This is an optimization exercise on Yosys and OpenROAD, whose aim is small area, a short achievable clock period and few clock cycles, not a production implementation. RTL that was checked went through simulation tests only; none was proved equivalent to the original. The RTL of runs 1 and 3 to 7 was laid out without a check of its function. Power is estimated from default activity; no workload was simulated.

===== design/flow/run.sh =====
#!/bin/bash
# synth_recipe.tcl (not shown) runs the flow's synth.tcl, then flattens the netlist and writes it again
# the make line also repeats each setting of config.mk as NAME=value (left out here)
make -C /OpenROAD-flow-scripts/flow DESIGN_CONFIG=/design/flow/config.mk WORK_HOME=/design/flow/orfs CLKGATE_MAP_FILE= SYNTH_SCRIPT=/design/flow/synth_recipe.tcl finish

===== design/flow/config.mk =====
export PLATFORM = sky130hd
export DESIGN_NAME = my_chip
export DESIGN_NICKNAME = my_chip
export VERILOG_FILES = /design/flow/design.v
export SDC_FILE = /design/flow/constraint.sdc
export NUM_CORES = 4
export LEC_CHECK = 0
export CAP_MARGIN = 20
export CORE_MARGIN = 2
export CORE_UTILIZATION = 40
export SETUP_SLACK_MARGIN = 3.5
export SLEW_MARGIN = 20

===== design/flow/constraint.sdc =====
create_clock -name core_clock -period 8.0 [get_ports {clock}]
set_input_delay 1.6000 -clock core_clock [delete_from_list [all_inputs] [get_ports {clock}]]
set_output_delay 1.6000 -clock core_clock [all_outputs]
set_load 0.01 [all_outputs]

===== design/flow/design.v =====
`default_nettype none
module my_chip (
    input  logic [11:0] io_in,
    output logic [11:0] io_out,
    input  logic clock,
    input  logic reset
);
    localparam [11:0] BUBBLE = 12'h300;  
    logic [11:0] cmd;         
    logic [9:0]  rpc;         
    logic [11:0] xi;          
    logic [11:0] xa, xb;      
    logic        zf, pf;      
    logic [11:0] rf [0:15];   
    assign io_out = cmd;
    logic x_add, x_sub, x_and, x_or, x_xor, x_shl, x_shr, x_not, x_li;
    logic x_we, x_fwe;
    wire [3:0] xop = xi[11:8];
    wire [3:0] xrd = xi[7:4];
    wire x_load  = (xop == 4'b0001);
    wire x_jump  = (xop == 4'b0010);
    wire x_store = (xop[3:1] == 3'b011);
    wire x_halt  = (xop == 4'b0000);
    wire big = |xb[11:4] | (xb[3:0] >= 4'd12);
    logic [11:0] shl, shr;
    always_comb begin
        shl = xa << xb[3:0];
        shr = $signed({xop[0] & xa[11], xa}) >>> xb[3:0];
        if (big) begin
            shl = 12'b0;
            shr = {12{xop[0] & xa[11]}};
        end
    end
    wire [11:0] sum  = xa + xb;
    wire [11:0] diff = xb - xa;
    wire [11:0] res = ({12{x_add}} & sum)
                    | ({12{x_sub}} & diff)
                    | ({12{x_and}} & (xa & xb))
                    | ({12{x_or}}  & (xa | xb))
                    | ({12{x_xor}} & (xa ^ xb))
                    | ({12{x_shl}} & shl)
                    | ({12{x_shr}} & shr)
                    | ({12{x_not}} & ~xb)
                    | ({12{x_li}}  & {8'b0, xi[3:0]});
    wire [11:0] ab_x = xa ^ xb;
    wire z_add = (ab_x == {xa[10:0] | xb[10:0], 1'b0});
    wire z_eq  = (ab_x == 12'b0);               
    wire z_and = ((xa & xb) == 12'b0);
    wire z_or  = ((xa | xb) == 12'b0);
    wire z_not = (xb == 12'hFFF);
    wire z_shl = (shl == 12'b0);
    wire z_shr = (shr == 12'b0);
    wire res_z = (x_add & z_add) | ((x_sub | x_xor) & z_eq) | (x_and & z_and)
               | (x_or & z_or) | (x_not & z_not) | (x_shl & z_shl) | (x_shr & z_shr);
    wire res_p = ~res[11] & ~res_z;
    wire zn = x_fwe ? res_z : zf;
    wire pn = x_fwe ? res_p : pf;
    wire fetch = cmd[11] & ~cmd[10] & ~x_load & ~x_jump;
    wire [3:0] iop = io_in[11:8];
    wire [3:0] ird = io_in[7:4];
    wire [3:0] irs = io_in[3:0];
    wire i_load  = (iop == 4'b0001);
    wire i_store = (iop[3:1] == 3'b011);
    wire i_halt  = (iop == 4'b0000);
    wire i_jump  = (iop == 4'b0010);
    wire i_br    = (iop == 4'b0011);
    wire [11:0] ra = (x_we && xrd == ird) ? res : rf[ird];
    wire [11:0] rb = (x_we && xrd == irs) ? res : rf[irs];
    wire br_taken = i_br & (io_in[7] ? pn : zn);
    wire [9:0] fa  = cmd[9:0];
    wire [9:0] fa1 = fa + 10'd1;
    wire [7:0] lo = {1'b0, fa[6:0]} + {1'b0, io_in[6:0]} + 8'd1;
    wire [2:0] hi_p = fa[9:7] + 3'd1;
    wire [2:0] hi_m = fa[9:7] - 3'd1;
    wire [2:0] hi = lo[7] ? (io_in[6] ? fa[9:7] : hi_p)
                          : (io_in[6] ? hi_m : fa[9:7]);
    wire [9:0] br_t = {hi, lo[6:0]};
    wire [9:0] jp_t = rpc + xa[9:0];
    logic [11:0] cmd_n;
    logic [9:0]  rpc_n;
    logic [11:0] xi_n;
    always_comb begin
        cmd_n = cmd;
        rpc_n = rpc;
        xi_n  = BUBBLE;
        if (fetch) begin
            xi_n = io_in;
            rpc_n = fa1;
            if (i_load)       cmd_n = {2'b10, rb[9:0]};
            else if (i_store) cmd_n = {2'b00, rb[9:0]};
            else if (i_halt)  cmd_n = {2'b11, 10'b0};
            else if (i_jump)  cmd_n = {2'b10, fa1};
            else if (br_taken) cmd_n = {2'b10, br_t};
            else               cmd_n = {2'b10, fa1};
        end else if (x_halt) begin
            xi_n = xi;
        end else if (x_store & ~cmd[10]) begin
            cmd_n = {2'b01, 3'b000, xop[0], (xop[0] ? xa[11:6] : xa[5:0])};
        end else if (x_jump) begin
            cmd_n = {2'b10, jp_t};
        end else begin  
            cmd_n = {2'b10, rpc};
        end
    end
    always_ff @(posedge clock or posedge reset) begin
        if (reset) begin
            cmd <= {2'b10, 10'd0};
            rpc <= 10'd0;
            xi  <= BUBBLE;
            zf  <= 1'b0;
            pf  <= 1'b0;
        end else begin
            cmd <= cmd_n;
            rpc <= rpc_n;
            xi  <= xi_n;
            zf  <= zn;
            pf  <= pn;
        end
    end
    always_ff @(posedge clock) begin
        xa <= ra;
        xb <= rb;
    end
    wire [3:0] nop_ = xi_n[11:8];
    always_ff @(posedge clock or posedge reset) begin
        if (reset) begin
            {x_add, x_sub, x_and, x_or, x_xor, x_shl, x_shr, x_not, x_li, x_we, x_fwe} <= '0;
        end else begin
            x_add <= (nop_ == 4'b1000);
            x_sub <= (nop_ == 4'b1001);
            x_and <= (nop_ == 4'b1010);
            x_or  <= (nop_ == 4'b1011);
            x_xor <= (nop_ == 4'b1100);
            x_shl <= (nop_ == 4'b1101);
            x_shr <= (nop_[3:1] == 3'b111);
            x_not <= (nop_ == 4'b0101);
            x_li  <= (nop_ == 4'b0100);
            x_we  <= nop_[3] | (nop_[3:1] == 3'b010);
            x_fwe <= (nop_[3] | (nop_ == 4'b0101)) & (xi_n != 12'hB11);
        end
    end
    wire rf_we = x_we | x_load;
    wire [11:0] rf_wd = x_load ? io_in : res;
    always_ff @(posedge clock or posedge reset) begin
        if (reset) begin
            for (int i = 0; i < 16; i++) rf[i] <= 12'b0;
        end else if (rf_we) begin
            rf[xrd] <= rf_wd;
        end
    end
endmodule
`default_nettype wire

==> results.toml, run 1 <==
[outcome]
status = "finished clean"

[power_and_ir_drop]
cellPowerDensity_nw_per_um2 = 439
p_sw_share_pct = 47.4
p_comb_share_pct = 48.5
internal_power_uw = 4350
vdd_ir_drop_max_uv = 227
power_frac_seq_pct = 33.4
p_sw_uw = 3920
pwr-share-clk_pct = 18.1
p_leak_uw = 0.00776

[worst_setup_path]
required_ns = 8.48
max_stage_delay_ns = 0.91
crit_fanout = 16
cp_data_arrival_time_ns = 4.89
slowest_stage = "clkdlybuf4s50_1"
cp-start-kind = "input pin"
crit_path_end_kind = "register"
path_buf_inv = 3
path_class = "input pin to register"
path_cells = "clkdlybuf4s50_1, inv_1, nor4b_2, buf_4, a22oi_1, nand4_1, o22ai_1, mux2_2, o31a_1, o211a_1, a221oi_2"
cp_top_family = "buffers and inverters"

[global_route]
gr-usage-all-layers_pct = 30.6
grt_pass1_vias = 15700
overflow = 0
grt_max_degree = 179
antenna_found_initial = 0
grt_pass1_wl_um = 101000

[synthesis]
synth.distinct_cells = 89
synth_ff_type = "dfrtp_1"
syn_nets = 2026
synth_edf_count = 0
ys_seq_elements = 263
syn_area_per_cell_um2 = 8.58
syn_inst = 1955
synthesis.area_um2 = 16800
ys_seq_area_share_pct = 38.5
async_flop_share_pct = 90.9
ys_warn_count = 2

[placement]
gp_congestion = 0.975
dpl.hpwl_um = 45900
port_buffers = 25
place_ws_ns = 2.98

[floorplanning]
rows = 75
die_area_um2 = 43600
initial_core_util_pct = 40.3
core-area_um2 = 41700
io_pins = 26
die_h_um = 209
die_x_um = 209

[timing]
fmax_mhz = 227
setup_violations = 0
holdWs_ns = 0.512
setup_ws_ns = 3.59
tns_ns = 0
final_hold_viol_count = 0
timing.final.crit_share_pct = 55.1
slew_headroom_pct = 13.8
clock_skew_ns = 0.0306
drv_slew = 0
worst_pin_slew_ns = 1.28
period_minus_slack_ns = 4.41
rsz0062_at_grt = "no"

[detailed_routing]
vias = 16300
drc = 0
wl_per_cell_um = 27.2
drt_pass1_iterations = 7
ant_nets = 0
routed_wl_um = 67400
viasPerCell = 6.58
drtIter0Drc = 2121

[flow_run]
cap_violations = 0

[min_path]
hp-class = "register to register"

[clock_tree]
clockRootBuffer = "clkbuf_16"
clk_latency_ns = 0.60
clk_path_buf_depth = 3
h-tree-depth = 1
cts_tree = "built"
clkSlewWorstSetupHoldPaths_ns = 0.06
hold_buffers = 0
cts_buffers = 30
cts_sinks = 263

[final_layout]
syn_to_final_growth_pct = 12.3
n_antenna_cell = 0
nets = 1985
drive_above_1_share_pct = 10.3
[worst register-to-register path, stage by stage, from the launching register on]
cell	delay, ns
dfxtp_1	0.31
buf_4	0.24
clkinv_1	0.35
ha_1	0.59
o21ai_0	0.23
o21ai_1	0.37
a311oi_1	0.15
a211oi_1	0.43
a41oi_1	0.22
and3_1	0.36
nor3_4	0.37
mux2_2	0.38
a21oi_1	0.16
[state kept, by name (all words and copies together) (netlist names)]
register and flops:
x_xor 1, pf 1, rf 192, x_shl 1
x_not 1, x_add 1, cmd 12, x_or 1
x_li 1, zf 1, x_sub 1, x_shr 1
xi 12, x_we 1, x_and 1, rpc 10
xb 12, xa 12, x_fwe 1
[per-layer routing]
metal  vias to the layer above  part of all wire [%]  global-route usage (%)
met3                       280                   9.2                    5.97
met2                       958                    45                    48.7
met1                      7874                    40                    39.7
met4                         0                   5.8                    16.1
li1                       7182                     -                       -
met5                         -                     0                       0
[layout make-up]
class | count | area [um2]
clock buffers | 36 | 823
well taps | 539 | 674
multi-input cells | 1473 | 9630
inverters | 63 | 244
fillers | 4127 | 22800
repair buffers | 83 | 737
clock inverters | 18 | 267
flip-flops and latches | 263 | 6470
[cells in the final DEF (no fill, tap or decap), types with 8 or more instances in the layout]
master / synthesis / routed
clkdlybuf4s50_1: 0 / 22
nand2_1: 307 / 305
mux4_2: 20 / 20
a21o_1: 12 / 12
xor2_1: 13 / 13
nor2_1: 71 / 70
a22o_1: 28 / 28
o21a_1: 8 / 8
dfxtp_1: 24 / 20
nor2b_1: 13 / 13
clkbuf_16: 0 / 30
a31oi_1: 13 / 13
nor3_1: 34 / 27
nor4_1: 17 / 12
nand4_1: 41 / 41
nand3_1: 46 / 46
a211oi_1: 8 / 8
o22ai_1: 32 / 32
dfrtp_1: 236 / 236
nand2b_1: 13 / 13
a21oi_1: 66 / 66
ha_1: 52 / 51
a221oi_1: 29 / 29
a22oi_1: 131 / 131
xnor2_1: 36 / 36
o31ai_1: 12 / 12
buf_4: 0 / 54
inv_1: 61 / 59
o211ai_1: 19 / 19
mux2i_1: 29 / 27
o21ai_0: 269 / 268
[final timing paths]
path,to,cells past startpoint,startpoint,slack (ns)
min in group asynchronous,rf[2][0],3,reset,1.61
hold / removal,rf[4][9],2,rf[4][9],0.51
setup / recovery,cmd[4],11,io_in[1],3.59
hold reg to reg,rf[4][9],2,rf[4][9],0.51
setup reg to reg,cmd[3],12,xb[3],3.76
max in group asynchronous,rf[13][5],5,reset,4.94
[cells by family after synthesis]
logic type	synth area share, %
AOI/OAI and AO/OA	27.3
and+or+nand+nor	17.2
DFF	38.5
buffers and inverters	5.10
adders and majority gates	4.47
muxes	4.82
xor gates and xnor gates	2.56
[power by group through the flow]
stage               Clock, uW  Sequential (uW)  Combinational (uW)
floorplan                   0             2370                2840
global placement            0             2740                3830
detailed placement          0             2740                3900
CTS                      1510             2720                3920
global route             1570             2810                4390
finish                   1500             2760                4010
[cells in the mapped netlist (34+ instances only)]
master / instances / area, um2
a22oi_1: 131 / 983
nor3_1: 34 / 170
o21ai_0: 269 / 1350
inv_1: 61 / 229
a21oi_1: 66 / 330
dfrtp_1: 236 / 5910
xnor2_1: 36 / 315
nand4_1: 41 / 257
nor2_1: 71 / 267
ha_1: 52 / 651
clkbuf_1: 139 / 522
nand2_1: 307 / 1150
nand3_1: 46 / 230
[timing repair]
item | CTS | global route
hold endpoints to repair | 0 | 0
setup endpoints to repair | 6 | 9
gates resized for setup | 3 | 15
pin swaps | 0 | 0
setup buffers | 0 | 1
[metrics by stage]
step           area (um2)  instances  total power, uW  utilization [%]
2_1_floorplan       16800       1955             5210                -
3_3_place_gp        17600       2418             6570             42.3
3_5_place_dp        17700       2418             6640             42.4
4_1_cts             18700       2472             8150             45.0
5_1_grt             18800       2475             8770             45.2
6_report            18800       2475             8270             45.2
==> inputs of run 2 (changes only) <==
--- a/design/flow/design.v
+++ b/design/flow/design.v
@@ -23,9 +23,10 @@
     wire x_halt  = (xop == 4'b0000);
     wire big = |xb[11:4] | (xb[3:0] >= 4'd12);
     logic [11:0] shl, shr;
+    wire [23:0] shr_w = {{12{xop[0] & xa[11]}}, xa} >> xb[3:0];
     always_comb begin
         shl = xa << xb[3:0];
-        shr = $signed({xop[0] & xa[11], xa}) >>> xb[3:0];
+        shr = shr_w[11:0];
         if (big) begin
             shl = 12'b0;
             shr = {12{xop[0] & xa[11]}};
==> results.toml, run 2 <==
[synthesis]
synth_ff_type = "dfrtp_1"
ys_seq_elements = 263
ys_seq_area_share_pct = 39.0
async_flop_share_pct = 90.9
ys_warn_count = 2
synthesis.area_um2 = 16600
synth.distinct_cells = 80
yosysTopAreaCellShare_pct = 35.6
syn_nets = 1995
synth_common_cells = "nand2_1 (323), o21ai_0 (274), dfrtp_1 (236)"
synth_edf_count = 0
synth_area_leaders = "dfrtp_1 (36%), o21ai_0 (8.3%), nand2_1 (7.3%), a22oi_1 (5.2%), ha_1 (3.9%)"
syn_inst = 1924
syn_area_per_cell_um2 = 8.61
synth_area_leader_cell = "dfrtp_1"
synth.most_common_cell = "nand2_1"

[timing]
setup_ws_ns = 3.72
final_hold_viol_count = 0
drv_slew = 0
setup_violations = 0
fmax_mhz = 234
rsz0062_at_grt = "yes"
period_minus_slack_ns = 4.28
timing.final.crit_share_pct = 53.5
worst_pin_slew_ns = 1.22
tns_ns = 0
clock_skew_ns = 0.0792
slew_headroom_pct = 18.7

[detailed_routing]
viasPerCell = 6.51
drt_pass1_iterations = 6
wl_per_cell_um = 26.1
routed_wl_um = 63600
drc = 0
ant_nets = 0
drtIter0Drc = 2255
vias = 15900

[clock_tree]
cts_buffers = 28
h-tree-depth = 1
clockRootBuffer = "clkbuf_16"
clk_path_buf_depth = 3
cts_tree = "built"
cts_sinks = 263
clk_latency_ns = 0.61
clkSlewWorstSetupHoldPaths_ns = 0.06

[power_and_ir_drop]
p_leak_uw = 0.00765
vdd_ir_drop_max_uv = 238
cellPowerDensity_nw_per_um2 = 402

[floorplanning]
core-area_um2 = 40800
die_x_um = 208
io_pins = 26
die_area_um2 = 43100
die_h_um = 208
initial_core_util_pct = 40.6
rows = 74

[final_layout]
fill_cells = 3966
syn_to_final_growth_pct = 11.5
largest_reg_flops = 192
n_antenna_cell = 0
final_common_cell = "nand2_1"
layout.cells.non_filler = 2442
largest_register = "rf"
layout_common_cells = "nand2_1 (321), o21ai_0 (274), dfrtp_1 (236), a22oi_1 (114), nor2_1 (76)"
drive_above_1_share_pct = 10.4
nets = 1960

[worst_setup_path]
reg2regPathDepth = 12
crit_fanout = 11
r2r_slack_ns = 3.72
reg2reg_to = "cmd[8]"
cp-start-kind = "input pin"
crit_path_end_kind = "register"
path_class = "input pin to register"
cp_data_arrival_time_ns = 4.68
reg2reg_from = "xa[4]"
required_ns = 8.40

[global_route]
antenna_found_initial = 0
overflow = 0
grt_pass1_vias = 15100
grt_pass1_wl_um = 96100
grt_max_degree = 186
gr-usage-all-layers_pct = 28.9

[placement]
gp_congestion = 0.959
port_buffers = 25
place_ws_ns = 2.69
dpl.hpwl_um = 42200
placed_cells = 2384

[min_path]
hp-class = "register to register"
whs_endpoint = "zf"
worstHoldStart = "zf"
min_path_cells = 1

[outcome]
status = "finished clean"

[flow_run]
cap_violations = 0
-- run 2: cell types whose count changed after synthesis, moves of 10 or more --
| cell | delta |
|---|---|
| nand2_1 | +16 |
| a21oi_1 | -10 |
| a22oi_1 | -17 |
| a221oi_1 | +14 |
| o211ai_1 | -13 |
| a22o_1 | +10 |
-- run 2: cells by family (layout without fill, tap and decap cells) --
| group | Yosys count | count (layout) | synth area share (%) |
|---|---|---|---|
| buf+inv | 210 | 196 | 5.03 |
| flops | 263 | 263 | 39.0 |
| simple gates | 619 | 619 | 17.2 |
| compound gates | 654 | 654 | 25.6 |
| mux | 71 | 71 | 5.97 |
| fa+ha+maj | 57 | 57 | 4.53 |
| xor+xnor | 50 | 50 | 2.64 |
-- run 2: repair_timing --
item / CTS / global route
pin swaps: 1 / 0
gates resized for setup: 6 / 8
setup buffers: 5 / 0
hold buffers: 0 / 0
setup endpoints to repair: 10 / 10
-- run 2: worst max-delay path by stage --
stage / from / end / slack, ns
2_1_floorplan: reset / cmd[0] / 3.27
3_3_place_gp: io_in[0] / cmd[9] / 2.76
3_5_place_dp: io_in[0] / cmd[9] / 2.69
4_1_cts: io_in[1] / cmd[2] / 3.50
5_1_grt: xb[1] / cmd[5] / 3.48
6_report: io_in[4] / cmd[9] / 3.72
-- run 2: power breakdown --
part	internal [uW]	switching, uW
combinational	1390	2080
clock	704	557
sequential	1930	770
-- run 2: worst max-delay path, cell delays in order --
cell and delay (ns):
clkdlybuf4s50_1 0.69, ha_1 0.49, o21ai_0 0.11, a21oi_1 0.18
nor4_1 0.08, nor3_1 0.40, inv_1 0.10, fa_1 0.39
xnor2_1 0.18, xnor2_1 0.13, nor3_1 0.06, a21oi_1 0.17
a31oi_1 0.09
-- run 2: layout make-up --
cell class,count,area [um2],share of cell area (%)
multi-input cells,1451,9450,51.1
flip-flops and latches,263,6470,35.0
clock buffers,43,817,4.42
repair buffers,88,786,4.25
well taps,532,666,3.60
inverters,57,228,1.23
clock inverters,8,70.1,0.379
-- run 2: per-layer routing --
layer / global-route usage (%) / wire [um]
met1: 39.1 / 25800
met2: 44.3 / 27800
met3: 6.02 / 6470
met4: 13.7 / 3590
met5: 0 / 0
-- run 2: stage by stage --
step	utilization, %	area [um2]	hold slack (ns)	total power, uW
floorplan	-	16600	0.465	4880
global placement	42.7	17500	0.474	5970
detailed placement	42.7	17500	0.481	6050
CTS	45.1	18400	0.495	7330
global route	45.3	18500	0.518	7900
finish	45.3	18500	0.494	7420
Testbench counts of run 2, summed over its fixed seeds: cycles 144,292.
==> inputs of run 3 (changes only) <==
--- a/design/flow/design.v
+++ b/design/flow/design.v
@@ -23,10 +23,9 @@
     wire x_halt  = (xop == 4'b0000);
     wire big = |xb[11:4] | (xb[3:0] >= 4'd12);
     logic [11:0] shl, shr;
-    wire [23:0] shr_w = {{12{xop[0] & xa[11]}}, xa} >> xb[3:0];
     always_comb begin
         shl = xa << xb[3:0];
-        shr = shr_w[11:0];
+        shr = $signed({xop[0] & xa[11], xa}) >>> xb[3:0];
         if (big) begin
             shl = 12'b0;
             shr = {12{xop[0] & xa[11]}};
@@ -70,12 +69,37 @@
     wire br_taken = i_br & (io_in[7] ? pn : zn);
     wire [9:0] fa  = cmd[9:0];
     wire [9:0] fa1 = fa + 10'd1;
-    wire [7:0] lo = {1'b0, fa[6:0]} + {1'b0, io_in[6:0]} + 8'd1;
-    wire [2:0] hi_p = fa[9:7] + 3'd1;
-    wire [2:0] hi_m = fa[9:7] - 3'd1;
-    wire [2:0] hi = lo[7] ? (io_in[6] ? fa[9:7] : hi_p)
-                          : (io_in[6] ? hi_m : fa[9:7]);
-    wire [9:0] br_t = {hi, lo[6:0]};
+    wire [6:0] bg = fa1[6:0] & io_in[6:0];
+    wire [6:0] bp = fa1[6:0] ^ io_in[6:0];
+    wire [6:0] g1, p1, g2, p2, g3;
+    genvar k;
+    generate
+        for (k = 0; k < 7; k++) begin : pfx
+            if (k % 2 == 1) begin
+                assign g1[k] = bg[k] | (bp[k] & bg[k-1]);
+                assign p1[k] = bp[k] & bp[k-1];
+            end else begin
+                assign g1[k] = bg[k];
+                assign p1[k] = bp[k];
+            end
+            if (k % 4 >= 2) begin
+                assign g2[k] = g1[k] | (p1[k] & g1[(k/4)*4+1]);
+                assign p2[k] = p1[k] & p1[(k/4)*4+1];
+            end else begin
+                assign g2[k] = g1[k];
+                assign p2[k] = p1[k];
+            end
+            if (k >= 4) assign g3[k] = g2[k] | (p2[k] & g2[3]);
+            else        assign g3[k] = g2[k];
+        end
+    endgenerate
+    wire [6:0] lo = bp ^ {g3[5:0], 1'b0};
+    wire c7 = g3[6];
+    wire [2:0] hi_p = fa1[9:7] + 3'd1;
+    wire [2:0] hi_m = fa1[9:7] - 3'd1;
+    wire [2:0] hi = c7 ? (io_in[6] ? fa1[9:7] : hi_p)
+                       : (io_in[6] ? hi_m : fa1[9:7]);
+    wire [9:0] br_t = {hi, lo};
     wire [9:0] jp_t = rpc + xa[9:0];
     logic [11:0] cmd_n;
     logic [9:0]  rpc_n;
--- a/design/flow/config.mk
+++ b/design/flow/config.mk
@@ -8,5 +8,5 @@
 export CAP_MARGIN = 20
 export CORE_MARGIN = 2
 export CORE_UTILIZATION = 40
-export SETUP_SLACK_MARGIN = 3.5
+export SETUP_SLACK_MARGIN = 4.0
 export SLEW_MARGIN = 20
==> results.toml, run 3 <==
[outcome]
status = "finished clean"

[clock_tree]
clockRootBuffer = "clkbuf_16"
cts_sinks = 263
clkSlewWorstSetupHoldPaths_ns = 0.06
cts_buffers = 29
clk_latency_ns = 0.59
h-tree-depth = 1
cts_tree = "built"
clk_path_buf_depth = 3

[global_route]
antenna_found_initial = 0
grt_pass1_wl_um = 97800
grt_max_degree = 79
gr-usage-all-layers_pct = 30.6
overflow = 0
grt_pass1_vias = 15400

[floorplanning]
die_area_um2 = 42800
io_pins = 26
rows = 74
die_h_um = 207
core-area_um2 = 40700
initial_core_util_pct = 40.4
die_x_um = 207

[synthesis]
synth.most_common_cell = "nand2_1"
syn_inst = 1930
synth_area_leader_cell = "dfrtp_1"
synth.distinct_cells = 87
ys_warn_count = 2
synth_area_leaders = "dfrtp_1 (36%), o21ai_0 (7.7%), nand2_1 (6.9%), a22oi_1 (6.2%), ha_1 (4.0%)"
yosysTopAreaCellShare_pct = 35.9
syn_area_per_cell_um2 = 8.53
ys_seq_area_share_pct = 39.3
ys_seq_elements = 263
synth_common_cells = "nand2_1 (301), o21ai_0 (252), dfrtp_1 (236)"
async_flop_share_pct = 90.9
syn_nets = 2003
synthesis.area_um2 = 16500
synth_ff_type = "dfrtp_1"
synth_edf_count = 0

[final_layout]
largest_reg_flops = 192
nets = 1975
final_util_pct = 45.5
drive_above_1_share_pct = 11.1
design_area_um2 = 18500
largest_register = "rf"
fill_cells = 3968
n_antenna_cell = 0
layout_common_cells = "nand2_1 (299), o21ai_0 (249), dfrtp_1 (236), a22oi_1 (135), a21oi_1 (82)"
syn_to_final_growth_pct = 12.6
final_common_cell = "nand2_1"

[worst_setup_path]
reg2reg_from = "xa[1]"
critPathLaunch = "io_in[6]"
slowest_stage = "clkdlybuf4s50_1"
worstSetupPathDepth = 8
path_cells = "clkdlybuf4s50_1, nand2_1, nor2_4, a22o_1, a221oi_1, nand3_1, o22ai_1, mux2i_1"
r2r_slack_ns = 4.08
path_buf_inv = 1
crit_fanout = 15
cp_top_family = "simple AND/OR/NAND/NOR gates"
reg2regPathDepth = 12
cp-start-kind = "input pin"
cp_data_arrival_time_ns = 4.42
max_stage_delay_ns = 0.98
crit_path_end_kind = "register"
reg2reg_to = "cmd[0]"
required_ns = 8.46
cp-endpoint = "xa[2]"
path_class = "input pin to register"

[timing]
clock_skew_ns = 0.0299
tns_ns = 0
timing.final.crit_share_pct = 49.6
fmax_mhz = 252
final_hold_viol_count = 0
slew_headroom_pct = 24.4
drv_slew = 0
worst_pin_slew_ns = 1.13
setup_ws_ns = 4.03
period_minus_slack_ns = 3.97
setup_violations = 0
rsz0062_at_grt = "yes"

[detailed_routing]
wl_per_cell_um = 26.5
vias = 16000
drtIter0Drc = 2291
routed_wl_um = 65200
drt_pass1_iterations = 7
viasPerCell = 6.51
ant_nets = 0
drc = 0

[placement]
dpl_cell_area_um2 = 17300
place_ws_ns = 2.99
dpl.hpwl_um = 43400
port_buffers = 25
gp_congestion = 1.02

[power_and_ir_drop]
vdd_ir_drop_max_uv = 213
p_sw_share_pct = 46.3
internal_power_uw = 4140
p_leak_uw = 0.00776
power_frac_seq_pct = 35.4
pwr-share-clk_pct = 18.4
p_comb_share_pct = 46.2
cellPowerDensity_nw_per_um2 = 415
p_sw_uw = 3560
power_uw = 7700

[flow_run]
cap_violations = 0

[min_path]
hp-class = "register to register"
-- run 3: cell count changes in the layout (fill, tap and decap cells not counted), moves of 8 or more --
| cell | delta |
|---|---|
| mux4_2 | -9 |
| dfxtp_1 | -8 |
| o21ai_1 | +18 |
| a22o_1 | -15 |
| inv_1 | +16 |
| and3_1 | +8 |
| dfxtp_2 | +8 |
| a21oi_1 | +26 |
| a221oi_1 | -14 |
| o21ai_0 | -25 |
| nand2_1 | -22 |
| a22oi_1 | +21 |
-- run 3: tightest hold or removal path, cell delays in order, from the launching register on --
cell and delay [ns]:
dfrtp_1 0.32, nand2b_1 0.06, o21ai_0 0.07
-- run 3: routing by layer --
layer	GRT usage, %	routed length [um]
met3	5.84	6630
met5	0	0
met2	48.7	28800
met4	15.1	3930
met1	39.8	25800
-- run 3: area by class of cell --
type | count | area (um2) | area share (%)
multi-input cells | 1455 | 9390 | 50.7
well taps | 532 | 666 | 3.59
clock buffers | 43 | 881 | 4.75
inverters | 72 | 282 | 1.52
repair buffers | 81 | 694 | 3.75
clock inverters | 11 | 139 | 0.749
flip-flops and latches | 263 | 6480 | 34.9
-- run 3: cell families (layout without fill, tap and decap cells) --
kind of cell	count (synthesis)	in the layout	synth area share, %
buffers and inverters	213	207	5.10
adders and majority gates	59	59	4.76
AOI/OAI and AO/OA	686	687	26.8
DFF	263	263	39.3
and+or+nand+nor	605	605	17.0
muxes	67	67	5.10
xor gates and xnor gates	37	37	1.97
-- run 3: per-stage QoR --
step / hold slack, ns / cells
3_5_place_dp: 0.483 / 2400
6_report: 0.492 / 2457
4_1_cts: 0.496 / 2455
2_1_floorplan: 0.453 / 1930
3_3_place_gp: 0.483 / 2400
5_1_grt: 0.524 / 2457
-- run 3: worst min path at each step --
stage          start  to  slack (ns)  cells past startpoint
3_3_place_gp      zf  zf        0.48                      1
5_1_grt           zf  zf        0.52                      1
2_1_floorplan     pf  pf        0.45                      2
3_5_place_dp      pf  pf        0.48                      2
4_1_cts           pf  pf        0.50                      2
6_report          pf  pf        0.49                      2
-- run 3: power by group through the flow --
| stage | registers, uW | logic (uW) | clock network, uW |
|---|---|---|---|
| floorplan | 2360 | 2520 | 0 |
| global placement | 2680 | 3350 | 0 |
| detailed placement | 2690 | 3410 | 0 |
| CTS | 2670 | 3450 | 1430 |
| global route | 2770 | 3930 | 1480 |
| finish | 2720 | 3560 | 1410 |
-- run 3: repair_timing --
item,in CTS,in global routing
buffers inserted,1,0
setup endpoints to repair,112,100
pin swaps,0,1
gates cloned,0,1
hold buffers,0,0
endpoints found under the hold margin,0,0
gates resized for setup,29,31
==> inputs of run 4 (changes only) <==
--- a/design/flow/config.mk
+++ b/design/flow/config.mk
@@ -8,5 +8,5 @@
 export CAP_MARGIN = 20
 export CORE_MARGIN = 2
 export CORE_UTILIZATION = 40
-export SETUP_SLACK_MARGIN = 4.0
+export SETUP_SLACK_MARGIN = 4.5
 export SLEW_MARGIN = 20
==> results.toml, run 4 <==
[outcome]
status = "finished clean"

[global_route]
grt_util_met3_pct = 7.49
grt_use_met2_pct = 51.1
grt_pass1_wl_um = 103000
grt_pass1_vias = 15800
grt_use_met1_pct = 41.0
top_usage_layer = "met2"
overflow = 0
grt_max_degree = 174
antenna_found_initial = 3
gr-usage-all-layers_pct = 32.3

[worst_setup_path]
path_class = "input pin to register"
crit_fanout = 12
reg2regPathDepth = 13
reg2reg_from = "xa[1]"
cp-start-kind = "input pin"
cp_data_arrival_time_ns = 4.02
crit_path_end_kind = "register"
r2r_slack_ns = 4.49
reg2reg_to = "cmd[2]"
required_ns = 8.44

[timing]
tns_ns = 0
clock_skew_ns = 0.0219
rsz0062_at_grt = "yes"
slew_headroom_pct = 18.4
setup_violations = 0
timing.final.crit_share_pct = 44.6
setup_ws_ns = 4.43
drv_slew = 0
final_hold_viol_count = 0
fmax_mhz = 280
period_minus_slack_ns = 3.57
worst_pin_slew_ns = 1.22
holdWs_ns = 0.503

[placement]
placed_cells = 2404
place_ws_ns = 3.06
gp_congestion = 0.960
port_buffers = 25
dpl.hpwl_um = 44400

[clock_tree]
clkSlewWorstSetupHoldPaths_ns = 0.06
cts_sinks = 263
clk_latency_ns = 0.59
clk_path_buf_depth = 3
h-tree-depth = 1
hold_buffers = 0
cts_buffers = 29
clockRootBuffer = "clkbuf_16"
cts_tree = "built"

[power_and_ir_drop]
vdd_ir_drop_max_uv = 227
cellPowerDensity_nw_per_um2 = 434
p_leak_uw = 0.00825

[detailed_routing]
viasPerCell = 6.53
wl_per_cell_um = 27.3
ant_nets = 0
drt_pass1_iterations = 12
drtIter0Drc = 2510
routed_wl_um = 68900
vias = 16500
drc = 0

[synthesis]
synth_common_cells = "nand2_1 (301), o21ai_0 (252), dfrtp_1 (236)"
synth_area_leaders = "dfrtp_1 (36%), o21ai_0 (7.7%), nand2_1 (6.9%), a22oi_1 (6.2%), ha_1 (4.0%)"
synth.distinct_cells = 87
ys_seq_area_share_pct = 39.3
syn_nets = 2003
synth_ff_type = "dfrtp_1"
ys_seq_elements = 263
synth_edf_count = 0
yosysTopAreaCellShare_pct = 35.9
ys_warn_count = 2
syn_area_per_cell_um2 = 8.53
synthesis.area_um2 = 16500
async_flop_share_pct = 90.9
synth.most_common_cell = "nand2_1"
synth_area_leader_cell = "dfrtp_1"
syn_inst = 1930

[final_layout]
fill_cells = 3908
seq_area_um2 = 6510
layout_common_cells = "nand2_1 (294), o21ai_0 (246), dfrtp_1 (236), a22oi_1 (135), buf_4 (105)"
nets = 2043
layout.cells.non_filler = 2526
final_common_cell = "nand2_1"
syn_to_final_growth_pct = 19.2
largest_reg_flops = 192
largest_register = "rf"
drive_above_1_share_pct = 16.9
multiInputGateArea_um2 = 9700

[floorplanning]
io_pins = 26
die_x_um = 207
initial_core_util_pct = 40.4
core-area_um2 = 40700
die_h_um = 207
rows = 74
die_area_um2 = 42800

[flow_run]
cap_violations = 0

[min_path]
min_path_cells = 2
hp-class = "register to register"
whs_endpoint = "pf"
worstHoldStart = "pf"
-- run 4: cell counts after synthesis --
No cell type changed its count.
-- run 4: final cells by class --
type                    count  area share, %
clock buffers              40           4.06
well taps                 532           3.39
diodes                      1         0.0128
clock inverters            14           1.23
multi-input cells        1455           49.5
inverters                  72           1.59
flip-flops and latches    263           33.2
repair buffers            149           7.07
-- run 4: worst max path at each step --
stage               startpoint   endpoint  slack, ns
global placement         xb[0]   rf[5][6]       3.19
detailed placement       xb[0]   rf[5][6]       3.06
global route          io_in[3]     cmd[8]       4.38
CTS                      xb[0]  rf[8][10]       4.37
finish                io_in[3]     cmd[7]       4.43
floorplan                reset     cmd[0]       3.27
-- run 4: cell families after synthesis --
family / after synthesis / share of synthesized area, %
AO/OA/AOI/OAI: 686 / 26.8
buffers and inverters: 213 / 5.10
adder cells (fa/ha/maj): 59 / 4.76
multiplexers: 67 / 5.10
AND/OR/NAND/NOR: 605 / 17.0
flip-flops: 263 / 39.3
XOR/XNOR: 37 / 1.97
-- run 4: repair_timing --
| item | 4_1_cts | 5_1_grt |
|---|---|---|
| buffers inserted | 51 | 11 |
| endpoints found under the setup margin | 196 | 128 |
| gates resized for setup | 108 | 62 |
| cloned | 3 | 2 |
| pin swaps | 14 | 12 |
-- run 4: metal layers --
layer | vias up | part of all wire (%)
li1 | 7186 | -
met5 | - | 0.048
met4 | 4 | 6.9
met1 | 7870 | 39
met3 | 323 | 9.6
met2 | 1109 | 45
-- run 4: critical path, cell delays in order --
cell	delay [ns]
clkdlybuf4s18_2	0.36
or4_1	0.95
o22a_1	0.40
mux2_2	0.32
a221oi_1	0.28
o21ai_1	0.10
-- run 4: report_power, final --
part | internal, uW | switching (uW) | leakage, uW
combinational | 1810 | 2530 | 0.00460
sequential | 1960 | 765 | 0.00314
clock | 894 | 570 | 0.000512
-- run 4: per-stage QoR --
stage | total power (uW) | area, um2 | utilization (%)
floorplan | 4940 | 16600 | -
global placement | 6140 | 17400 | 42.7
detailed placement | 6210 | 17400 | 42.7
CTS | 8210 | 19300 | 47.4
global route | 9010 | 19600 | 48.1
finish | 8520 | 19600 | 48.1
==> inputs of run 5 (changes only) <==
--- a/design/flow/design.v
+++ b/design/flow/design.v
@@ -12,8 +12,9 @@
     logic [11:0] xa, xb;      
     logic        zf, pf;      
     logic [11:0] rf [0:15];   
+    logic [15:0] rv;          
     assign io_out = cmd;
-    logic x_add, x_sub, x_and, x_or, x_xor, x_shl, x_shr, x_not, x_li;
+    logic x_add, x_sub, x_and, x_or, x_xor, x_shl, x_shr, x_sra, x_not, x_li;
     logic x_we, x_fwe;
     wire [3:0] xop = xi[11:8];
     wire [3:0] xrd = xi[7:4];
@@ -21,37 +22,38 @@
     wire x_jump  = (xop == 4'b0010);
     wire x_store = (xop[3:1] == 3'b011);
     wire x_halt  = (xop == 4'b0000);
+    logic [11:0] xa_rev, sh_in, sh_out, sh_rev;
+    always_comb begin
+        for (int i = 0; i < 12; i++) xa_rev[i] = xa[11 - i];
+    end
+    assign sh_in = x_shl ? xa_rev : xa;
+    wire sh_fill = x_sra & xa[11];
     wire big = |xb[11:4] | (xb[3:0] >= 4'd12);
-    logic [11:0] shl, shr;
+    wire [23:0] sh_w = {{12{sh_fill}}, sh_in} >> xb[3:0];
     always_comb begin
-        shl = xa << xb[3:0];
-        shr = $signed({xop[0] & xa[11], xa}) >>> xb[3:0];
-        if (big) begin
-            shl = 12'b0;
-            shr = {12{xop[0] & xa[11]}};
-        end
+        sh_out = sh_w[11:0];
+        if (big) sh_out = {12{sh_fill}};
+        for (int i = 0; i < 12; i++) sh_rev[i] = sh_out[11 - i];
     end
-    wire [11:0] sum  = xa + xb;
-    wire [11:0] diff = xb - xa;
-    wire [11:0] res = ({12{x_add}} & sum)
-                    | ({12{x_sub}} & diff)
+    wire [11:0] add_a = xa ^ {12{x_sub}};
+    wire [11:0] sum = add_a + xb + {11'b0, x_sub};
+    wire [11:0] res = ({12{x_add | x_sub}} & sum)
                     | ({12{x_and}} & (xa & xb))
                     | ({12{x_or}}  & (xa | xb))
                     | ({12{x_xor}} & (xa ^ xb))
-                    | ({12{x_shl}} & shl)
-                    | ({12{x_shr}} & shr)
+                    | ({12{x_shl}} & sh_rev)
+                    | ({12{x_shr}} & sh_out)
                     | ({12{x_not}} & ~xb)
                     | ({12{x_li}}  & {8'b0, xi[3:0]});
     wire [11:0] ab_x = xa ^ xb;
-    wire z_add = (ab_x == {xa[10:0] | xb[10:0], 1'b0});
-    wire z_eq  = (ab_x == 12'b0);               
+    wire z_as  = ((add_a ^ xb) == {add_a[10:0] | xb[10:0], x_sub});
     wire z_and = ((xa & xb) == 12'b0);
     wire z_or  = ((xa | xb) == 12'b0);
+    wire z_xor = (ab_x == 12'b0);
     wire z_not = (xb == 12'hFFF);
-    wire z_shl = (shl == 12'b0);
-    wire z_shr = (shr == 12'b0);
-    wire res_z = (x_add & z_add) | ((x_sub | x_xor) & z_eq) | (x_and & z_and)
-               | (x_or & z_or) | (x_not & z_not) | (x_shl & z_shl) | (x_shr & z_shr);
+    wire z_sh  = (sh_out == 12'b0);
+    wire res_z = ((x_add | x_sub) & z_as) | (x_xor & z_xor) | (x_and & z_and)
+               | (x_or & z_or) | (x_not & z_not) | ((x_shl | x_shr) & z_sh);
     wire res_p = ~res[11] & ~res_z;
     wire zn = x_fwe ? res_z : zf;
     wire pn = x_fwe ? res_p : pf;
@@ -64,8 +66,17 @@
     wire i_halt  = (iop == 4'b0000);
     wire i_jump  = (iop == 4'b0010);
     wire i_br    = (iop == 4'b0011);
-    wire [11:0] ra = (x_we && xrd == ird) ? res : rf[ird];
-    wire [11:0] rb = (x_we && xrd == irs) ? res : rf[irs];
+    logic [11:0] rf_a, rf_b;
+    always_comb begin
+        rf_a = 12'b0;
+        rf_b = 12'b0;
+        for (int i = 0; i < 16; i++) begin
+            rf_a = rf_a | (rf[i] & {12{rv[i] & (ird == i)}});
+            rf_b = rf_b | (rf[i] & {12{rv[i] & (irs == i)}});
+        end
+    end
+    wire [11:0] ra = (x_we && xrd == ird) ? res : rf_a;
+    wire [11:0] rb = (x_we && xrd == irs) ? res : rf_b;
     wire br_taken = i_br & (io_in[7] ? pn : zn);
     wire [9:0] fa  = cmd[9:0];
     wire [9:0] fa1 = fa + 10'd1;
@@ -149,7 +160,7 @@
     wire [3:0] nop_ = xi_n[11:8];
     always_ff @(posedge clock or posedge reset) begin
         if (reset) begin
-            {x_add, x_sub, x_and, x_or, x_xor, x_shl, x_shr, x_not, x_li, x_we, x_fwe} <= '0;
+            {x_add, x_sub, x_and, x_or, x_xor, x_shl, x_shr, x_sra, x_not, x_li, x_we, x_fwe} <= '0;
         end else begin
             x_add <= (nop_ == 4'b1000);
             x_sub <= (nop_ == 4'b1001);
@@ -158,6 +169,7 @@
             x_xor <= (nop_ == 4'b1100);
             x_shl <= (nop_ == 4'b1101);
             x_shr <= (nop_[3:1] == 3'b111);
+            x_sra <= (nop_ == 4'b1111);
             x_not <= (nop_ == 4'b0101);
             x_li  <= (nop_ == 4'b0100);
             x_we  <= nop_[3] | (nop_[3:1] == 3'b010);
@@ -166,12 +178,12 @@
     end
     wire rf_we = x_we | x_load;
     wire [11:0] rf_wd = x_load ? io_in : res;
+    always_ff @(posedge clock) begin
+        if (rf_we) rf[xrd] <= rf_wd;
+    end
     always_ff @(posedge clock or posedge reset) begin
-        if (reset) begin
-            for (int i = 0; i < 16; i++) rf[i] <= 12'b0;
-        end else if (rf_we) begin
-            rf[xrd] <= rf_wd;
-        end
+        if (reset) rv <= 16'b0;
+        else if (rf_we) rv[xrd] <= 1'b1;
     end
 endmodule
 `default_nettype wire
==> results.toml, run 5 <==
[flow_run]
cap_violations = 0

[clock_tree]
clk_latency_ns = 0.57
cts_buffers = 29
cts_sinks = 280
h-tree-depth = 1
clkSlewWorstSetupHoldPaths_ns = 0.07
cts_tree = "built"
clk_path_buf_depth = 3
clockRootBuffer = "clkbuf_16"

[worst_setup_path]
cp-endpoint = "cmd[8]"
reg2reg_from = "x_shl"
max_stage_delay_ns = 0.53
cp_data_arrival_time_ns = 4.14
r2r_slack_ns = 4.32
critPathLaunch = "x_shl"
path_class = "register to register"
cp-start-kind = "register"
crit_path_end_kind = "register"
reg2regPathDepth = 12
reg2reg_to = "cmd[8]"
required_ns = 8.46
slowest_stage = "mux4_2"
path_cells = "clkbuf_16, mux4_2, mux2i_4, nand4_1, or4_4, o311ai_4, a31oi_2, or2_1, a221o_2, mux2i_2, a211oi_2, a211o_1"
crit_fanout = 6

[timing]
fmax_mhz = 272
rsz0062_at_grt = "yes"
drv_slew = 0
worst_pin_slew_ns = 0.929
setup_violations = 0
final_hold_viol_count = 0
timing.final.crit_share_pct = 46.0
clock_skew_ns = 0.0119
slew_headroom_pct = 37.9
period_minus_slack_ns = 3.68
tns_ns = 0

[power_and_ir_drop]
cellPowerDensity_nw_per_um2 = 364
vdd_ir_drop_max_uv = 217
p_leak_uw = 0.00692

[synthesis]
synth.distinct_cells = 71
syn_inst = 1452
synth_area_leaders = "edfxtp_1 (37%), dfrtp_1 (9.7%), ha_1 (5.3%), a22oi_1 (4.9%), a221oi_1 (3.6%)"
ys_warn_count = 1
syn_area_per_cell_um2 = 10.8
yosysTopAreaCellShare_pct = 36.6
synth_ff_type = "edfxtp_1"
synthesis.area_um2 = 15700
ys_seq_elements = 280
synth.most_common_cell = "edfxtp_1"
synth_common_cells = "edfxtp_1 (192), a22oi_1 (103), nand2_1 (91)"
ys_seq_area_share_pct = 49.9
async_flop_share_pct = 22.9
synth_edf_count = 192
syn_nets = 1538
synth_area_leader_cell = "edfxtp_1"

[final_layout]
largest_register = "rf"
largest_reg_flops = 192
final_common_cell = "edfxtp_1"
n_antenna_cell = 0
design_area_um2 = 18700
drive_above_1_share_pct = 20.1
nets = 1580
layout_common_cells = "edfxtp_1 (192), a22oi_1 (103), nand2_1 (89), nor2_1 (79), inv_1 (61)"
reg_top3 = "rf: 192 flops, rv: 16 flops"
syn_to_final_growth_pct = 19.0

[global_route]
grt_pass1_wl_um = 87800
overflow = 0
gr-usage-all-layers_pct = 28.8
antenna_found_initial = 0
grt_max_degree = 65
grt_pass1_vias = 13000

[detailed_routing]
wl_per_cell_um = 29.6
drc = 0
ant_nets = 0
drt_pass1_iterations = 10
viasPerCell = 6.65
routed_wl_um = 60300
drtIter0Drc = 2344
vias = 13500

[min_path]
hp-class = "register to register"

[floorplanning]
io_pins = 26
die_h_um = 202
core-area_um2 = 38700
die_area_um2 = 40900
die_x_um = 202
rows = 72
initial_core_util_pct = 40.6

[placement]
port_buffers = 25
gp_congestion = 0.965
dpl.hpwl_um = 39300
dpl_cell_area_um2 = 16600

[outcome]
status = "finished clean"
run 5: changes by cell type after synthesis, moves of 35 or more:
cell      previous run  this run
clkbuf_1           121        71
nand2_1            301        91
dfrtp_1            236        61
o21ai_0            252        44
edfxtp_1             0       192
a221oi_1            30        65
run 5: where the power goes:
group          internal, uW  switching [uW]  total, uW
Clock                   828             586       1410
Combinational          1160            1770       2940
Sequential             2020             447       2470
Total                  4010            2810       6820
run 5: metrics by stage:
step,std cells,hold slack [ns],utilization [%],worst slack [ns],power [uW]
2_1_floorplan,1452,0.433,-,4.36,3950
3_3_place_gp,1944,0.464,42.9,3.30,4860
3_5_place_dp,1945,0.472,43.0,3.23,4900
4_1_cts,2029,0.485,47.6,4.38,6640
5_1_grt,2035,0.524,48.3,4.20,7130
6_report,2035,0.492,48.3,4.32,6820
run 5: worst max-delay path: cells and delay by family (launching register included):
kind	cells	cell delay (ns)
and+or+nand+nor	3	0.90
buffers and inverters	1	0.16
muxes	3	0.97
AOI/OAI and AO/OA	5	1.11
DFF	1	0.42
run 5: worst min path at each step:
stage                      from  endpoint  slack, ns  cells after the start
after global routing         pf        pf       0.52                      2
after CTS                    pf        pf       0.49                      2
final                        pf        pf       0.49                      2
after detailed placement     pf        pf       0.47                      2
after global placement       pf        pf       0.46                      2
after floorplan           rv[5]     rv[5]       0.43                      1
run 5: layer usage:
layer,up-vias,track usage [%],share of wire [%]
met5,-,0.476,0
met4,0,11.7,5.7
met3,276,6.35,11
met2,987,45.2,44
met1,6553,38.8,39
li1,5714,-,-
run 5: what timing repair did:
action                                  in CTS  in global routing
endpoints found under the setup margin     279                218
setup buffers                               27                  5
pin swaps                                   21                  8
hold buffers                                 0                  0
gates cloned                                 3                  1
gates resized for setup                    156                 58
run 5: cell families after synthesis:
kind of cell | count (synthesis) | share of synthesized area, %
buffers and inverters | 152 | 3.83
muxes | 44 | 4.13
and+or+nand+nor | 396 | 12.2
AOI/OAI and AO/OA | 445 | 20.5
xor gates and xnor gates | 63 | 3.51
DFF | 280 | 49.9
adders and majority gates | 72 | 5.96
run 5: area by class of cell:
cell class / instances / area, um2
fillers: 3465 / 20000
inverters: 70 / 267
clock inverters: 18 / 213
repair buffers: 92 / 895
clock buffers: 36 / 783
well taps: 518 / 648
multi-input cells: 1021 / 8030
flip-flops and latches: 280 / 7890
==> inputs of run 6 (changes only) <==
--- a/design/flow/config.mk
+++ b/design/flow/config.mk
@@ -5,6 +5,7 @@
 export SDC_FILE = /design/flow/constraint.sdc
 export NUM_CORES = 4
 export LEC_CHECK = 0
+export ABC_AREA = 1
 export CAP_MARGIN = 20
 export CORE_MARGIN = 2
 export CORE_UTILIZATION = 40
==> results.toml, run 6 <==
[timing]
drv_slew = 0
clock_skew_ns = 0.0364
rsz0062_at_grt = "yes"
fmax_mhz = 285
setup_violations = 0
worst_pin_slew_ns = 1.27
holdWs_ns = 0.523
period_minus_slack_ns = 3.51
final_hold_viol_count = 0
tns_ns = 0
timing.final.crit_share_pct = 43.8
slew_headroom_pct = 15.2
setup_ws_ns = 4.49

[synthesis]
ys_warn_count = 1
synth_ff_type = "edfxtp_1"
synth_top_family_by_area = "simple AND/OR/NAND/NOR gates"
async_flop_share_pct = 22.9
syn_inst = 1873
synth.distinct_cells = 58
synth-compound-area-share_pct = 14.4
synth.area.mux_share_pct = 0
synth_area_leaders = "edfxtp_1 (36%), nand2_1 (9.6%), dfrtp_1 (9.4%), inv_1 (5.9%), ha_1 (5.2%)"
yosysTopAreaCellShare_pct = 35.6
yosys.area_share.simple_pct = 22.1
syn_nets = 1959
synth_edf_count = 192
syn_area_per_cell_um2 = 8.66
synth-xor-area-share_pct = 1.78
synthAdderAreaFrac_pct = 5.79
synth_area_leader_cell = "edfxtp_1"
ys_seq_area_share_pct = 48.4
synthesis.area_um2 = 16200
ys_seq_elements = 280
synth.most_common_cell = "nand2_1"
synth_common_cells = "nand2_1 (413), inv_1 (255), edfxtp_1 (192)"

[placement]
port_buffers = 25
dpl.hpwl_um = 48000
gp_congestion = 1.02
place_ws_ns = 2.84

[floorplanning]
rows = 73
die_h_um = 205
die_area_um2 = 42200
core-area_um2 = 39900
io_pins = 26
initial_core_util_pct = 40.6
die_x_um = 205

[worst_setup_path]
crit_top_cell = "inv_1"
crit_fanout = 18
required_ns = 8.15
path_class = "register to register"
reg2regPathDepth = 5
slowest_stage = "o21ai_2"
r2r_slack_ns = 4.49
critPathLaunch = "xi[8]"
crit_path_end_kind = "register"
cp_data_arrival_time_ns = 3.66
reg2reg_to = "rf[9][7]"
cp-start-kind = "register"
max_stage_delay_ns = 1.19
reg2reg_from = "xi[8]"
path_cells = "inv_1, nor3_1, buf_4, inv_1, o21ai_2"

[global_route]
antenna_found_initial = 0
gr-usage-all-layers_pct = 31.0
overflow = 0
grt_pass1_vias = 14600
grt_max_degree = 65
grt_pass1_wl_um = 95300

[clock_tree]
cts_tree = "built"
clk_path_buf_depth = 3
clkSlewWorstSetupHoldPaths_ns = 0.06
clockRootBuffer = "clkbuf_16"
cts_buffers = 34
hold_buffers = 0
h-tree-depth = 2
cts_sinks = 280
clk_latency_ns = 0.56

[final_layout]
layout_common_cells = "nand2_1 (406), inv_1 (233), edfxtp_1 (192), nor2_1 (150), nand3_1 (120)"
drive_above_1_share_pct = 16.2
nets = 2060
reg_top3 = "rf: 192 flops, rv: 16 flops"
syn_to_final_growth_pct = 20.7
largest_reg_flops = 192
final_util_pct = 49.0
largest_register = "rf"
n_antenna_cell = 0
final_common_cell = "nand2_1"

[detailed_routing]
drtIter0Drc = 1811
drt_pass1_iterations = 6
ant_nets = 0
drc = 0
viasPerCell = 5.94
routed_wl_um = 65300
wl_per_cell_um = 25.9
vias = 15000

[min_path]
min_path_cells = 2
whs_endpoint = "rv[14]"
hp-class = "register to register"
worstHoldStart = "rv[14]"

[power_and_ir_drop]
cellPowerDensity_nw_per_um2 = 346
p_leak_uw = 0.00802
vdd_ir_drop_max_uv = 275

[flow_run]
cap_violations = 0

[outcome]
status = "finished clean"
run 6: cell count changes after synthesis, moves of 40 or more:
cell | previous run | this run
a22o_1 | 55 | 12
a22oi_1 | 103 | 18
and3_1 | 41 | 1
clkbuf_1 | 71 | 26
inv_1 | 69 | 255
nand2_1 | 91 | 413
nand3_1 | 60 | 125
nor2_1 | 88 | 160
o21ai_0 | 44 | 110
run 6: worst max-delay path by stage:
stage	to	slack (ns)	cells past startpoint
finish	rf[9][7]	4.49	5
global route	rf[14][10]	4.39	18
CTS	rf[14][10]	4.48	20
detailed placement	cmd[3]	2.84	13
global placement	cmd[3]	2.86	13
floorplan	cmd[8]	4.45	18
run 6: area by class of cell:
type	count	area, um2
clock buffer	42	911
clock inverter	18	210
fill	3771	20300
inverter	267	1040
multi-input combinational	1287	8000
sequential	280	7880
tap	525	657
timing repair buffer	104	875
run 6: where the power goes:
| group | total (uW) | internal, uW | switching [uW] |
|---|---|---|---|
| sequential | 2320 | 1990 | 325 |
| clock | 1570 | 942 | 626 |
| combinational | 2890 | 926 | 1960 |
run 6: metrics by stage:
stage,instance area (um2),total power (uW),instances
after floorplan,16200,3810,1873
after global placement,17300,4820,2422
after detailed placement,17300,4840,2423
after CTS,19000,6530,2511
after global routing,19600,7130,2523
final,19600,6770,2523
run 6: critical path, delay by kind of cell, from the launching register on:
| kind | cells | cell delay (ns) |
|---|---|---|
| simple gates | 1 | 0.29 |
| buf+inv | 3 | 0.96 |
| compound gates | 1 | 1.19 |
| flops | 1 | 0.65 |
run 6: kinds of logic after synthesis:
group	Yosys count
buffers and inverters	309
adder cells (fa/ha/maj)	72
flip-flops	280
AO/OA/AOI/OAI	361
XOR/XNOR	33
AND/OR/NAND/NOR	818
run 6: what timing repair did:
| item | 4_1_cts | 5_1_grt |
|---|---|---|
| pin swaps | 17 | 25 |
| gates cloned | 1 | 2 |
| endpoints found under the setup margin | 158 | 111 |
| resized for setup | 108 | 101 |
| buffers inserted | 27 | 10 |
run 6: metal layers:
| layer | part of all wire, % | track usage, % | vias up |
|---|---|---|---|
| li1 | - | - | 6720 |
| met4 | 5.7 | 14.7 | 0 |
| met1 | 40 | 39.9 | 7251 |
| met5 | 0 | 0 | - |
| met2 | 46 | 51.1 | 811 |
| met3 | 8.3 | 5.00 | 204 |
==> inputs of run 7 (changes only) <==
--- a/design/flow/config.mk
+++ b/design/flow/config.mk
@@ -9,5 +9,8 @@
 export CAP_MARGIN = 20
 export CORE_MARGIN = 2
 export CORE_UTILIZATION = 40
-export SETUP_SLACK_MARGIN = 4.5
+export CTS_BUF_LIST = sky130_fd_sc_hd__clkbuf_4 sky130_fd_sc_hd__clkbuf_8
+export CTS_CLUSTER_SIZE = 25
+export SETUP_SLACK_MARGIN = 5.0
 export SLEW_MARGIN = 20
+export TNS_END_PERCENT = 0
==> results.toml, run 7 <==
[final_layout]
fill_cells = 3851
final_common_cell = "nand2_1"
reg_top3 = "rf: 192 flops, rv: 16 flops"
nets = 2085
syn_to_final_growth_pct = 19.8
largest_register = "rf"
design_area_um2 = 19400
largest_reg_flops = 192
drive_above_1_share_pct = 17.3
layout_common_cells = "nand2_1 (407), inv_1 (229), edfxtp_1 (192), nor2_1 (147), nand3_1 (120)"

[power_and_ir_drop]
vdd_ir_drop_max_uv = 161
p_leak_uw = 0.00802
pwr-share-clk_pct = 21.4
p_sw_share_pct = 43.7
power_frac_seq_pct = 34.2
internal_power_uw = 3810
power_uw = 6780
p_comb_share_pct = 44.4
cellPowerDensity_nw_per_um2 = 349
p_sw_uw = 2960

[detailed_routing]
drt_pass1_iterations = 8
vias = 15300
drc = 0
wl_per_cell_um = 26.7
ant_nets = 0
drtIter0Drc = 2014
routed_wl_um = 68400
viasPerCell = 5.99

[synthesis]
synth_common_cells = "nand2_1 (413), inv_1 (255), edfxtp_1 (192)"
ys_warn_count = 1
synth_ff_type = "edfxtp_1"
synth.distinct_cells = 58
synthesis.area_um2 = 16200
synth_edf_count = 192
ys_seq_elements = 280
yosysTopAreaCellShare_pct = 35.6
synth_area_leader_cell = "edfxtp_1"
ys_seq_area_share_pct = 48.4
syn_area_per_cell_um2 = 8.66
syn_nets = 1959
syn_inst = 1873
synth_area_leaders = "edfxtp_1 (36%), nand2_1 (9.6%), dfrtp_1 (9.4%), inv_1 (5.9%), ha_1 (5.2%)"
async_flop_share_pct = 22.9
synth.most_common_cell = "nand2_1"

[timing]
fmax_mhz = 292
drv_slew = 0
timing.final.crit_share_pct = 42.8
clock_skew_ns = 0.0263
final_hold_viol_count = 0
worst_pin_slew_ns = 1.09
period_minus_slack_ns = 3.42
rsz0062_at_grt = "yes"
setup_violations = 0
tns_ns = 0
slew_headroom_pct = 27.6

[clock_tree]
hold_buffers = 0
clk_latency_ns = 0.64
clkSlewWorstSetupHoldPaths_ns = 0.07
cts_tree = "built"
clk_path_buf_depth = 3
cts_buffers = 48
cts_sinks = 280
h-tree-depth = 2
clockRootBuffer = "clkbuf_8"

[floorplanning]
io_pins = 26
initial_core_util_pct = 40.6
die_h_um = 205
die_x_um = 205
die_area_um2 = 42200
rows = 73
core-area_um2 = 39900

[worst_setup_path]
reg2regPathDepth = 15
path_class = "input pin to register"
reg2reg_to = "rf[11][9]"
crit_path_end_kind = "register"
cp-start-kind = "input pin"
reg2reg_from = "x_sub"
cp_data_arrival_time_ns = 3.90
r2r_slack_ns = 4.60
crit_fanout = 9
required_ns = 8.48

[min_path]
min_path_cells = 2
hp-class = "register to register"
whs_endpoint = "rv[2]"
worstHoldStart = "rv[2]"

[global_route]
overflow = 0
grt_max_degree = 65
gr-usage-all-layers_pct = 32.6
antenna_found_initial = 0
grt_pass1_vias = 14700
grt_pass1_wl_um = 99100

[placement]
port_buffers = 25
dpl.hpwl_um = 50200
gp_congestion = 1.05
dpl_cell_area_um2 = 17300

[flow_run]
cap_violations = 0

[outcome]
status = "finished clean"
## run 7: worst max-delay path, stage by stage
cell and delay [ns]:
clkdlybuf4s15_1 0.31, nand2_1 0.37, nor3_1 0.10, buf_4 0.19, inv_1 0.13, o22ai_1 0.11
a211oi_1 0.40, o2111ai_1 0.20, o21ai_1 0.32, o21ai_0 0.16
## run 7: final cells by class
class | instances | area [um2] | area share [%]
Multi-Input combinational cell | 1287 | 7830 | 40.3
Tap cell | 525 | 657 | 3.38
Clock buffer | 76 | 902 | 4.64
Timing Repair Buffer | 115 | 956 | 4.92
Clock inverter | 12 | 163 | 0.837
Inverter | 267 | 1040 | 5.34
Antenna cell | 1 | 2.50 | 0.0129
Sequential cell | 280 | 7880 | 40.6
## run 7: routing by layer
layer	GRT usage, %	up-vias	wire [um]
li1	-	6769	-
met1	40.7	7427	26600
met2	53.0	924	31400
met3	6.24	229	5940
met4	18.0	0	4440
met5	0	-	0
## run 7: how the worst max path moves through the flow
stage,start,endpoint,cells after the start
floorplan,io_in[0],cmd[8],18
global placement,io_in[2],cmd[6],13
detailed placement,io_in[2],cmd[7],14
CTS,xa[0],rf[15][10],21
global route,x_sub,cmd[0],20
finish,io_in[4],xa[11],10
## run 7: stage by stage
stage / utilization, % / instances / hold WS, ns / setup WS, ns
after global routing: 48.7 / 2562 / 0.547 / 4.49
after CTS: 47.8 / 2542 / 0.525 / 4.63
final: 48.7 / 2563 / 0.514 / 4.58
after detailed placement: 43.3 / 2422 / 0.482 / 2.94
after floorplan: - / 1873 / 0.440 / 4.52
after global placement: 43.3 / 2422 / 0.490 / 2.65
## run 7: power by group through the flow
stage	logic, uW	clock network [uW]	registers, uW
6_report	3010	1450	2320
3_3_place_gp	2560	0	2330
4_1_cts	2790	1470	2300
2_1_floorplan	1660	0	2160
5_1_grt	3250	1540	2330
3_5_place_dp	2580	0	2320
## run 7: kinds of logic after synthesis
group,Yosys count,synth area share [%]
adders and majority gates,72,5.79
xor gates and xnor gates,33,1.78
DFF,280,48.4
AOI/OAI and AO/OA,361,14.4
buffers and inverters,309,7.51
and+or+nand+nor,818,22.1
## run 7: what timing repair did
| item | CTS | global route |
|---|---|---|
| buffers inserted | 30 | 18 |
| resized for setup | 127 | 46 |
| pin swaps | 27 | 29 |
| hold endpoints to repair | 0 | 0 |
| cloned | 2 | 1 |
| endpoints found under the setup margin | 324 | 321 |

[static timing again, ports no longer ideal]
Ports are ideal in the flow. The routed layouts listed here were re-timed in OpenROAD.
Step 1: set_driving_cell puts a clkbuf_16 on clock and a buf_2 on each other input, an assumption about the parent block.
Step 2 adds t to the input delays and takes it off the output delays; t is the mean of the earliest and latest rising clock arrival at the registers after step 1. Input paths then give back, and output paths get back, about the clock's delay inside the block.
Slacks: ideal / step 1 / step 2; pairs: ideal / step 1.
| run | t, ns | setup slack, ns | worst setup path at the end | latest minus earliest clock arrival (ns) | pins driven straight from the clock port |
|---|---|---|---|---|---|
| run 1 | 0.635 | 3.588 / 3.620 / 2.985 | input to register | 0.031 / 0.031 | 1 |
| run 2 | 0.627 | 3.717 / 3.720 / 3.122 | input to register | 0.079 / 0.079 | 1 |
| run 3 | 0.622 | 4.032 / 4.058 / 3.436 | input to register | 0.030 / 0.030 | 1 |
| run 4 | 0.627 | 4.429 / 4.461 / 3.835 | input to register | 0.023 / 0.023 | 1 |
| run 5 | 0.617 | 4.322 / 4.322 / 3.785 | input to register | 0.013 / 0.013 | 1 |
| run 6 | 0.597 | 4.493 / 4.493 / 3.976 | input to register | 0.038 / 0.038 | 1 |
| run 7 | 0.676 | 4.578 / 4.604 / 3.929 | input to register | 0.026 / 0.027 | 1 |
After both steps setup and hold are still met in every run listed. The setup slack of run 7, which loses most, moves by +0.026 ns with the drivers and by -0.649 ns with both steps.
